This is an optimization exercise on Yosys and OpenROAD, whose aim is small area, a short achievable clock period and few clock cycles, not a production implementation.
Where RTL was checked, it was by simulation tests only, not by an equivalence proof against the original.
Power figures rest on the tool's default switching activity, not on a simulated workload.

==> flow/design.v <==
module Top_lvl (clk,start,mem_addr,mem_data,MIN_WEIGHT,MIN_PATH_NODES,donee);
input clk,start;
output [17:0] mem_addr;
input [17:0] mem_data;
output [14:0] MIN_WEIGHT;
output [17:0] MIN_PATH_NODES;  
output reg donee;
localparam V0=3'd0, V1=3'd1, V2=3'd2, WK=3'd3, DN=3'd4, FIN=3'd5;
reg [2:0] st;
reg [3:0] d;             
reg [17:0] x;            
reg [14:0] bud;          
reg [14:0] wmin;         
reg [17:0] best;         
reg [3:0] bd;            
reg [2:0] T;             
reg tv;                  
reg [17:0] S [1:7];      
reg [1:0]  R [1:7];      
reg [14:0] W [1:7];      
reg tv2;
reg [2:0] T2;
integer l;
always @* begin
  tv2 = 1'b0; T2 = 3'd1;
  for (l = 1; l <= 7; l = l + 1)
    if (l < T && R[l] != 2'd0) begin tv2 = 1'b1; T2 = l; end
end
wire [2:0] bdm1 = bd[2:0] - 3'd1;       
wire [17:0] sr = S[T];
wire [1:0] RT = R[T];
wire [17:0] nx1 = sr + 18'd1;           
wire [17:0] xk = x + {16'd0, 1'b1, st == V2};    
wire [17:0] best1 = best + 18'd1;       
wire [11:0] w = mem_data[11:0];
wire [2:0] nc = mem_data[2:0];
wire prune = (bud[14:12] == 3'd0) && (w >= bud[11:0]);
wire end1 = prune || d[3];              
wire end2 = (nc == 3'd0);
wire v1 = (st == V1), v2 = (st == V2);
wire [14:0] bw = bud - {3'b000, w};     
wire [2:0] dm1 = d[2:0] - 3'd1;         
wire [14:0] wp = wmin - ((st == V0) ? W[dm1] : v1 ? bw : bud);
wire fin = (v1 && end1) || (v2 && end2);    
wire leaf = fin && !(v1 && prune);          
wire over = (fin && !tv && !leaf) || (st == FIN);    
reg [17:0] addr;
always @* begin
  if (st == V0) addr = mem_data;
  else if (st == WK) addr = mem_data + 18'd1;
  else if (!(v1 || v2) || fin) addr = tv ? nx1 : best1;
  else addr = xk;
end
assign mem_addr = start ? 18'd0 : addr;
assign MIN_WEIGHT = wmin;
assign MIN_PATH_NODES = (st != DN || d == 4'd1) ? 18'd0 : (d > bd) ? 18'h3FFFF : sr;
reg sw, rw, ww;
reg [2:0] si;
reg [17:0] sd;
reg [1:0] rd;
always @* begin
  sw = 1'b0; rw = 1'b0; ww = 1'b0; si = d[2:0]; sd = xk; rd = nc[1:0] - 2'd1;
  if (v2 && !end2) begin sw = 1'b1; rw = 1'b1; ww = 1'b1; end
  if (fin && tv) begin sw = 1'b1; rw = 1'b1; si = T; sd = nx1; rd = RT - 2'd1; end
  if (over) begin sw = (bd >= 4'd2); si = bdm1; sd = best; end
  if (st == WK) begin sw = 1'b1; si = dm1; sd = mem_data; end
end
always @(posedge clk) begin
  if (sw) S[si] <= sd;
  if (rw) R[si] <= rd;
  if (ww) W[si] <= wp;
end
always @(posedge clk) begin
  if (start) begin
    st <= V1; d <= 4'd1; x <= 18'd0;
    bud <= 15'h7FFF; wmin <= 15'h7FFF; donee <= 1'b0; tv <= 1'b0;
  end else begin
    case (st)
      V0: begin
        x <= mem_data;
        bud <= wp;
        st <= V1;
      end
      V1: begin
        bud <= bw;
        if (!end1) st <= V2;
      end
      V2: if (!end2) begin
        d <= d + 4'd1;
        st <= V0;
        if (nc[2:1] != 2'b00) begin T <= d[2:0]; tv <= 1'b1; end
      end
      WK: begin
        d <= d - 4'd1;
        if (d == 4'd3) donee <= 1'b1;
        if (d == 4'd2) begin st <= DN; d <= 4'd2; T <= 3'd1; end
      end
      DN: begin
        if (d <= 4'd8) d <= d + 4'd1;
        T <= T + 3'd1;
      end
      default: ;
    endcase
    if (leaf) begin wmin <= wp; best <= x; bd <= d; end
    if (fin) begin
      if (tv) begin
        d <= {1'b0, T} + 4'd1;
        st <= V0;
        if (RT == 2'd1) begin T <= T2; tv <= tv2; end
      end else if (leaf) st <= FIN;
    end
    if (over) begin
      d <= bd - 4'd1;
      if (bd >= 4'd3) begin
        st <= WK;
        if (bd == 4'd3) donee <= 1'b1;
      end else begin
        st <= DN; donee <= 1'b1; d <= 4'd1; T <= 3'd0;
      end
    end
  end
end
endmodule  
Settings: LEC_CHECK=0, CAP_MARGIN=20, CORE_MARGIN=2, CORE_UTILIZATION=40, CTS_CLUSTER_DIAMETER=60, CTS_CLUSTER_SIZE=24, SETUP_SLACK_MARGIN=2.0, SLEW_MARGIN=20; clock period 7.5 ns.
run.sh (not shown) runs the stock make flow with config.mk's settings and CLKGATE_MAP_FILE= SYNTH_SCRIPT=/design/flow/synth_recipe.tcl, a recipe that flattens the netlist after the stock synthesis.
Change:
--- a/flow/design.v
+++ b/flow/design.v
@@ -7,12 +7,13 @@
 output reg donee;
 localparam V0=3'd0, V1=3'd1, V2=3'd2, WK=3'd3, DN=3'd4, FIN=3'd5;
 reg [2:0] st;
 reg [3:0] d;             
 reg [17:0] x;            
 reg [14:0] bud;          
+reg pr;                  
 reg [14:0] wmin;         
 reg [17:0] best;         
 reg [3:0] bd;            
 reg [2:0] T;             
 reg tv;                  
 reg [17:0] S [1:7];      
@@ -32,20 +33,21 @@
 wire [17:0] nx1 = sr + 18'd1;           
 wire [17:0] xk = x + {16'd0, 1'b1, st == V2};    
 wire [17:0] best1 = best + 18'd1;       
 wire [11:0] w = mem_data[11:0];
 wire [2:0] nc = mem_data[2:0];
 wire prune = (bud[14:12] == 3'd0) && (w >= bud[11:0]);
-wire end1 = prune || d[3];              
-wire end2 = (nc == 3'd0);
+wire gone = (bud[14:12] == 3'd0) && (w[11:8] > bud[11:8]);    
+wire end1 = gone || d[3];               
+wire end2 = pr || (nc == 3'd0);
 wire v1 = (st == V1), v2 = (st == V2);
 wire [14:0] bw = bud - {3'b000, w};     
 wire [2:0] dm1 = d[2:0] - 3'd1;         
 wire [14:0] wp = wmin - ((st == V0) ? W[dm1] : v1 ? bw : bud);
 wire fin = (v1 && end1) || (v2 && end2);    
-wire leaf = fin && !(v1 && prune);          
+wire leaf = fin && !(v1 ? prune : pr);      
 wire over = (fin && !tv && !leaf) || (st == FIN);    
 reg [17:0] addr;
 always @* begin
   if (st == V0) addr = mem_data;
   else if (st == WK) addr = mem_data + 18'd1;
   else if (!(v1 || v2) || fin) addr = tv ? nx1 : best1;
@@ -80,12 +82,13 @@
         x <= mem_data;
         bud <= wp;
         st <= V1;
       end
       V1: begin
         bud <= bw;
+        pr <= prune;
         if (!end1) st <= V2;
       end
       V2: if (!end2) begin
         d <= d + 4'd1;
         st <= V0;
         if (nc[2:1] != 2'b00) begin T <= d[2:0]; tv <= 1'b1; end
What happened:
- design area shrinks slightly
- area after synthesis shrinks slightly
- non-clock buffer count grows by 10
- sequential power grows slightly
- clock-buffer cell count grows by 3
Testbench counts after the change, summed over its fixed seeds: cycles 14,033.
Only the layout flow was run in the first run of this note; the RTL was not checked for function there.

separate check: timing with driven ports:
The flow's constraints put no driver on any port. The routed layouts listed below were extracted and timed again, unchanged, in two steps.
Step 1 assumes that a clkbuf_16 drives the clock port and a buf_2 every other input.
Step 2 adds t to the input delays and takes it off the output delays; t is the mean of the earliest and latest rising clock arrival at the registers after step 1. Input paths then give back, and output paths get back, about the clock's delay inside the block.
a / b / c = no drivers / after step 1 / after step 2; a / b = the first two.
run | shift t [ns] | slack for setup (ns) | hold slack, ns | cell pins on the clock port's net
the first run | 0.631 | 2.066 / 2.001 / 1.722 | 0.486 / 0.486 / 0.486 | 1
the second run | 0.633 | 2.100 / 2.055 / 1.548 | 0.473 / 0.473 / 0.473 | 1
After both steps setup and hold are still met in every run listed. For the second run, which loses most, drivers alone change the setup slack by -0.045 ns; drivers and shift together by -0.552 ns.
